Background: an optimization exercise with open tools, aiming at small area. Do not read the settings as production practice.
RTL that was checked went through simulation tests only; none was proved equivalent to the original.

==> flow/design.v <==
module dpc_5x5(
	input			clk,
	input			reset_n,
	input			bayer_format,
	input	[7:0]	i_dpc_threshold,
	input	[2:0]	i_video_syn,
	input	[7:0]	i_data_r0,
	input	[7:0]	i_data_r1,
	input	[7:0]	i_data_r2,
	input	[7:0]	i_data_r3,
	input	[7:0]	i_data_r4,
	output	[2:0]	o_video_sync,
	output	[7:0]	o_data
);
reg		[11:0]	syn_v, syn_h, syn_d;
always @(posedge clk or negedge reset_n)
	if (~reset_n) begin
		syn_v <= 0;
		syn_h <= 0;
		syn_d <= 0;
	end else begin
		syn_v <= {syn_v[10:0], i_video_syn[2]};
		syn_d <= {syn_d[10:0], i_video_syn[1]};
		syn_h <= {syn_h[10:0], i_video_syn[0]};
	end
assign o_video_sync = {syn_v[11], syn_d[11], syn_h[11]};
wire	de_rise = syn_d[2] & ~syn_d[3];
wire	vs_fall = syn_v[3] & ~syn_v[2];
reg		odd_pixel;
reg		odd_line;
always @(posedge clk)
	if (de_rise)
		odd_pixel <= ~bayer_format;
	else if (syn_d[3])
		odd_pixel <= ~odd_pixel;
always @(posedge clk or negedge reset_n)
	if (~reset_n)
		odd_line <= 1'b0;
	else if (vs_fall)
		odd_line <= 1'b0;
	else if (de_rise)
		odd_line <= ~odd_line;
wire	g1 = odd_pixel ^ odd_line;		 
wire	[39:0]	s0 = {i_data_r4, i_data_r3, i_data_r2, i_data_r1, i_data_r0};
reg		[39:0]	s1, s2, s3, s4, s5, s6;
always @(posedge clk) begin
	s1 <= s0;
	s2 <= s1;
	s3 <= s2;
	s4 <= s3;
	s5 <= s4;
	s6 <= s5;
end
function [63:0] nbrs;
	input			g;
	input	[39:0]	c1, c2, c3, c4, c5;
	reg		[7:0]	n1, n2, n3, n4, n6, n7, n8, n9;
	begin
		n1 = g ? c2[8*(1) +: 8] : c1[8*(0) +: 8];
		n2 = c3[8*(0) +: 8];
		n3 = g ? c4[8*(1) +: 8] : c5[8*(0) +: 8];
		n4 = c1[8*(2) +: 8];
		n6 = c5[8*(2) +: 8];
		n7 = g ? c2[8*(3) +: 8] : c1[8*(4) +: 8];
		n8 = c3[8*(4) +: 8];
		n9 = g ? c4[8*(3) +: 8] : c5[8*(4) +: 8];
		nbrs = {n9, n8, n7, n6, n4, n3, n2, n1};
	end
endfunction
function [7:0] bitcol;
	input	[63:0]	x;
	input	integer	b;
	integer			k;
	begin
		for (k = 0; k < 8; k = k + 1)
			bitcol[k] = x[8*k + b];
	end
endfunction
function gt8;
	input	[7:0]	a;
	input	[7:0]	b;
	integer			k;
	begin
		gt8 = 1'b0;
		for (k = 0; k < 8; k = k + 1)
			gt8 = (a[k] & ~b[k]) | ((a[k] | ~b[k]) & gt8);
	end
endfunction
function [8:0] add8;
	input	[7:0]	a;
	input	[7:0]	b;
	input			ci;
	integer			k;
	reg				cy;
	begin
		cy = ci;
		for (k = 0; k < 8; k = k + 1) begin
			add8[k] = a[k] ^ b[k] ^ cy;
			cy = (a[k] & b[k]) | (a[k] & cy) | (b[k] & cy);
		end
		add8[8] = cy;
	end
endfunction
function [3:0] sort4;		 
	input	[3:0]	x;
	begin
		sort4[0] = |x;
		sort4[3] = &x;
		sort4[1] = (x[0] & x[1]) | (x[2] & x[3]) | ((x[0] | x[1]) & (x[2] | x[3]));
		sort4[2] = (x[0] & x[1] & (x[2] | x[3])) | (x[2] & x[3] & (x[0] | x[1]));
	end
endfunction
function th4;				 
	input	[7:0]	e;
	reg		[3:0]	p, q;
	begin
		p = sort4(e[3:0]);
		q = sort4(e[7:4]);
		th4 = p[3] | q[3] | (p[0] & q[2]) | (p[1] & q[1]) | (p[2] & q[0]);
	end
endfunction
function [16:0] mstep;		 
	input	[7:0]	hi;
	input	[7:0]	lo;
	input	[7:0]	x;
	reg		[7:0]	e;
	reg				m;
	begin
		e = hi | (x & ~lo);
		m = th4(e);
		mstep = {m, hi | (e & {8{~m}}), lo | (~e & {8{m}})};
	end
endfunction
function [17:0] mstep2;	 
	input	[7:0]	hi;
	input	[7:0]	lo;
	input	[7:0]	x1;
	input	[7:0]	x0;
	reg		[7:0]	e, e0, e1, hia, loa;
	reg				m, ma, mb, mn;
	begin
		e = hi | (x1 & ~lo);
		m = th4(e);
		e0 = e | (x0 & ~lo);
		e1 = hi | (x0 & e);
		ma = th4(e0);
		mb = th4(e1);
		mn = m ? mb : ma;
		hia = hi | (e & {8{~m}});
		loa = lo | (~e & {8{m}});
		e = m ? e1 : e0;
		mstep2 = {m, mn, hia | (e & {8{~mn}}), loa | (~e & {8{mn}})};
	end
endfunction
wire	[63:0]	w1 = nbrs(g1, s4, s3, s2, s1, s0);
reg		[7:0]	thr;
always @(posedge clk)
	thr <= i_dpc_threshold;
wire	[8:0]	u_c = {1'b0, s2[8*(2) +: 8]} + {1'b0, ~thr} + 9'd1;
wire	[8:0]	v = {1'b0, s2[8*(2) +: 8]} + {1'b0, thr} + 9'd1;
reg		[7:0]	pos;		 
reg		[3:0]	neg;		 
integer	i;
always @(*) begin
	for (i = 0; i < 8; i = i + 1)
		pos[i] = u_c[8] & gt8(u_c[7:0], w1[8*i +: 8]);
	for (i = 0; i < 4; i = i + 1)
		neg[i] = ~v[8] & gt8(w1[8*(i+4) +: 8], v[7:0]);
end
wire	dec_a = &pos;
wire	dec_b = (&pos[3:0]) & (&neg);
wire	[16:0]	q1_7 = mstep(8'h00, 8'h00, bitcol(w1, 7));
wire	[16:0]	q1_6 = mstep(q1_7[15:8], q1_7[7:0], bitcol(w1, 6));
reg		[7:0]	hi2, lo2;
reg		[7:6]	m2;
reg				a_2, b_2, g2;
reg		[5:0]	n1_2, n7_2;
always @(posedge clk) begin
	hi2 <= q1_6[15:8];
	lo2 <= q1_6[7:0];
	m2 <= {q1_7[16], q1_6[16]};
	a_2 <= dec_a;
	b_2 <= dec_b;
	g2 <= g1;
	n1_2 <= w1[5:0];
	n7_2 <= w1[45:40];
end
wire	[63:0]	w2x = nbrs(g2, s5, s4, s3, s2, s1);
wire	[63:0]	w2 = {w2x[63:48], 2'b0, n7_2, w2x[39:8], 2'b0, n1_2};
wire	[16:0]	q2_5 = mstep(hi2, lo2, bitcol(w2, 5));
wire	[16:0]	q2_4 = mstep(q2_5[15:8], q2_5[7:0], bitcol(w2, 4));
wire	[16:0]	q2_3 = mstep(q2_4[15:8], q2_4[7:0], bitcol(w2, 3));
reg		[7:0]	hi3, lo3;
reg		[7:3]	m3;
reg				a_3, b_3, g3;
reg		[2:0]	n1_3, n7_3;
always @(posedge clk) begin
	hi3 <= q2_3[15:8];
	lo3 <= q2_3[7:0];
	m3 <= {m2, q2_5[16], q2_4[16], q2_3[16]};
	a_3 <= a_2;
	b_3 <= b_2;
	g3 <= g2;
	n1_3 <= n1_2[2:0];
	n7_3 <= n7_2[2:0];
end
wire	[63:0]	w3x = nbrs(g3, s6, s5, s4, s3, s2);
wire	[63:0]	w3 = {w3x[63:48], 5'b0, n7_3, w3x[39:8], 5'b0, n1_3};
wire	[16:0]	q3_2 = mstep(hi3, lo3, bitcol(w3, 2));
wire	[16:0]	q3_1 = mstep(q3_2[15:8], q3_2[7:0], bitcol(w3, 1));
wire	[16:0]	q3_0 = mstep(q3_1[15:8], q3_1[7:0], bitcol(w3, 0));
wire	[7:0]	med = {m3, q3_2[16], q3_1[16], q3_0[16]};
wire	[7:0]	c_f = s4[8*(2) +: 8];		 
wire	[7:0]	p_f = s5[8*(2) +: 8];		 
reg		[7:0]	d0, d1, d2, d3, d4, d5;
always @(posedge clk) begin
	d0 <= a_3 ? med : (b_3 ? c_f : p_f);
	d1 <= d0;
	d2 <= d1;
	d3 <= d2;
	d4 <= d3;
	d5 <= d4;
end
assign o_data = d5;
endmodule
==> flow/config.mk <==
export PLATFORM = sky130hd
export DESIGN_NAME = dpc_5x5
export DESIGN_NICKNAME = dpc_5x5
export VERILOG_FILES = /design/flow/design.v
export SDC_FILE = /design/flow/constraint.sdc
export NUM_CORES = 4
export LEC_CHECK = 0
export ABC_AREA = 1
export CAP_MARGIN = 20
export CORE_MARGIN = 2
export CORE_UTILIZATION = 40
export CTS_CLUSTER_DIAMETER = 100
export CTS_CLUSTER_SIZE = 30
export SLEW_MARGIN = 20
==> flow/constraint.sdc <==
create_clock -name core_clock -period 3.5 [get_ports {clk}]
set_input_delay 0.7000 -clock core_clock [delete_from_list [all_inputs] [get_ports {clk}]]
set_output_delay 0.7000 -clock core_clock [all_outputs]
set_load 0.01 [all_outputs]
standard.sh (not shown) runs the stock make flow with config.mk's settings and CLKGATE_MAP_FILE= SYNTH_SCRIPT=/design/flow/synth_recipe.tcl, a recipe that flattens the netlist after the stock synthesis.
==> flow/flow/run.sh <==
#!/bin/bash
# Layout flow: the standard synthesis, then the combinational logic of
# the synthesised netlist is mapped again (remap.tcl); registers are left
# exactly as the standard synthesis made them. The re-mapped netlist is used
# only if Yosys proves it equivalent to the standard one (check.tcl). The
# rest is the standard layout (floorplan to finish), with the port buffers
# made of the smallest buffer cell. Each tool writes its own log here.
set -euo pipefail
R=orfs/results/${FLOW_PLATFORM}/dpc_5x5/base

# 1. standard synthesis
bash standard.sh synth > log_synth.txt 2>&1

# 2. map the combinational logic again, keep it if proven equivalent
cp "$R/1_2_yosys.v" log_1_2_yosys_standard.v
if yosys -c flow/remap.tcl > log_remap.txt 2>&1 && yosys -c flow/check.tcl > log_check.txt 2>&1; then
	echo "re-mapped netlist proven equivalent; using it" > log_choice.txt
	cp remap_out.v "$R/1_2_yosys.v"
	rm -f "$R/1_synth.odb" "$R/1_synth.sdc"
else
	echo "re-mapped netlist not used; keeping the standard netlist" > log_choice.txt
fi

# 3. the rest of the standard layout
bash standard.sh "BUFFER_PORTS_ARGS=-buffer_cell sky130_fd_sc_hd__buf_1" finish > log_layout.txt 2>&1
Other scripts of this flow, unchanged in this note and not shown: flow/flow/abc.constr, flow/flow/check.tcl, flow/flow/remap.abc, flow/flow/remap.tcl
The baseline produced a layout that fails on negative setup slack.
Edit:
--- a/flow/design.v
+++ b/flow/design.v
@@ -188,7 +188,6 @@
 wire	[63:0]	w2x = nbrs(g2, s5, s4, s3, s2, s1);
 wire	[63:0]	w2 = {w2x[63:48], 2'b0, n7_2, w2x[39:8], 2'b0, n1_2};
-wire	[16:0]	q2_5 = mstep(hi2, lo2, bitcol(w2, 5));
-wire	[16:0]	q2_4 = mstep(q2_5[15:8], q2_5[7:0], bitcol(w2, 4));
-wire	[16:0]	q2_3 = mstep(q2_4[15:8], q2_4[7:0], bitcol(w2, 3));
+wire	[17:0]	q2_5 = mstep2(hi2, lo2, bitcol(w2, 5), bitcol(w2, 4));
+wire	[16:0]	q2_3 = mstep(q2_5[15:8], q2_5[7:0], bitcol(w2, 3));
 reg		[7:0]	hi3, lo3;
 reg		[7:3]	m3;
@@ -198,5 +197,5 @@
 	hi3 <= q2_3[15:8];
 	lo3 <= q2_3[7:0];
-	m3 <= {m2, q2_5[16], q2_4[16], q2_3[16]};
+	m3 <= {m2, q2_5[17], q2_5[16], q2_3[16]};
 	a_3 <= a_2;
 	b_3 <= b_2;
Effect: With this change the flow produced a clean layout; hold slack barely changes; global-route usage came out lower by 0.57 points; routed wire length falls by 3.8%; clock skew is higher by 0.0048 ns; worst setup slack is better by 0.24 ns; area after synthesis increases by 1.7%; non-clock buffer count is lower by 42.
The RTL of the first run of this note was laid out without a check of its function.

[re-timing with driven ports]
Ports are ideal in the flow. The routed layouts listed here were re-timed in OpenROAD. Step 1 sets driving cells, clkbuf_16 on the clock port and buf_2 on the other inputs (assumed; they add their load-dependent delay and slew). Step 2 adds t to the input delays and takes it off the output delays; t is the mean of the earliest and latest rising clock arrival at the registers after step 1. Input paths then give back, and output paths get back, about the clock's delay inside the block. a / b / c = ideal / step 1 / step 2; a / b = the first two.
| run | t, ns | setup slack, ns | worst setup path at the end | worst slew at a driven data input, ns |
|---|---|---|---|---|
| the first run | 0.551 | -0.016 / -0.016 / -0.016 | register to register | 0.05 |
| the second run | 0.557 | 0.228 / 0.228 / 0.183 | input to register | 0.04 |
The setup slack of the second run, which loses most, moves by 0.000 ns with the drivers and by -0.045 ns with both steps.
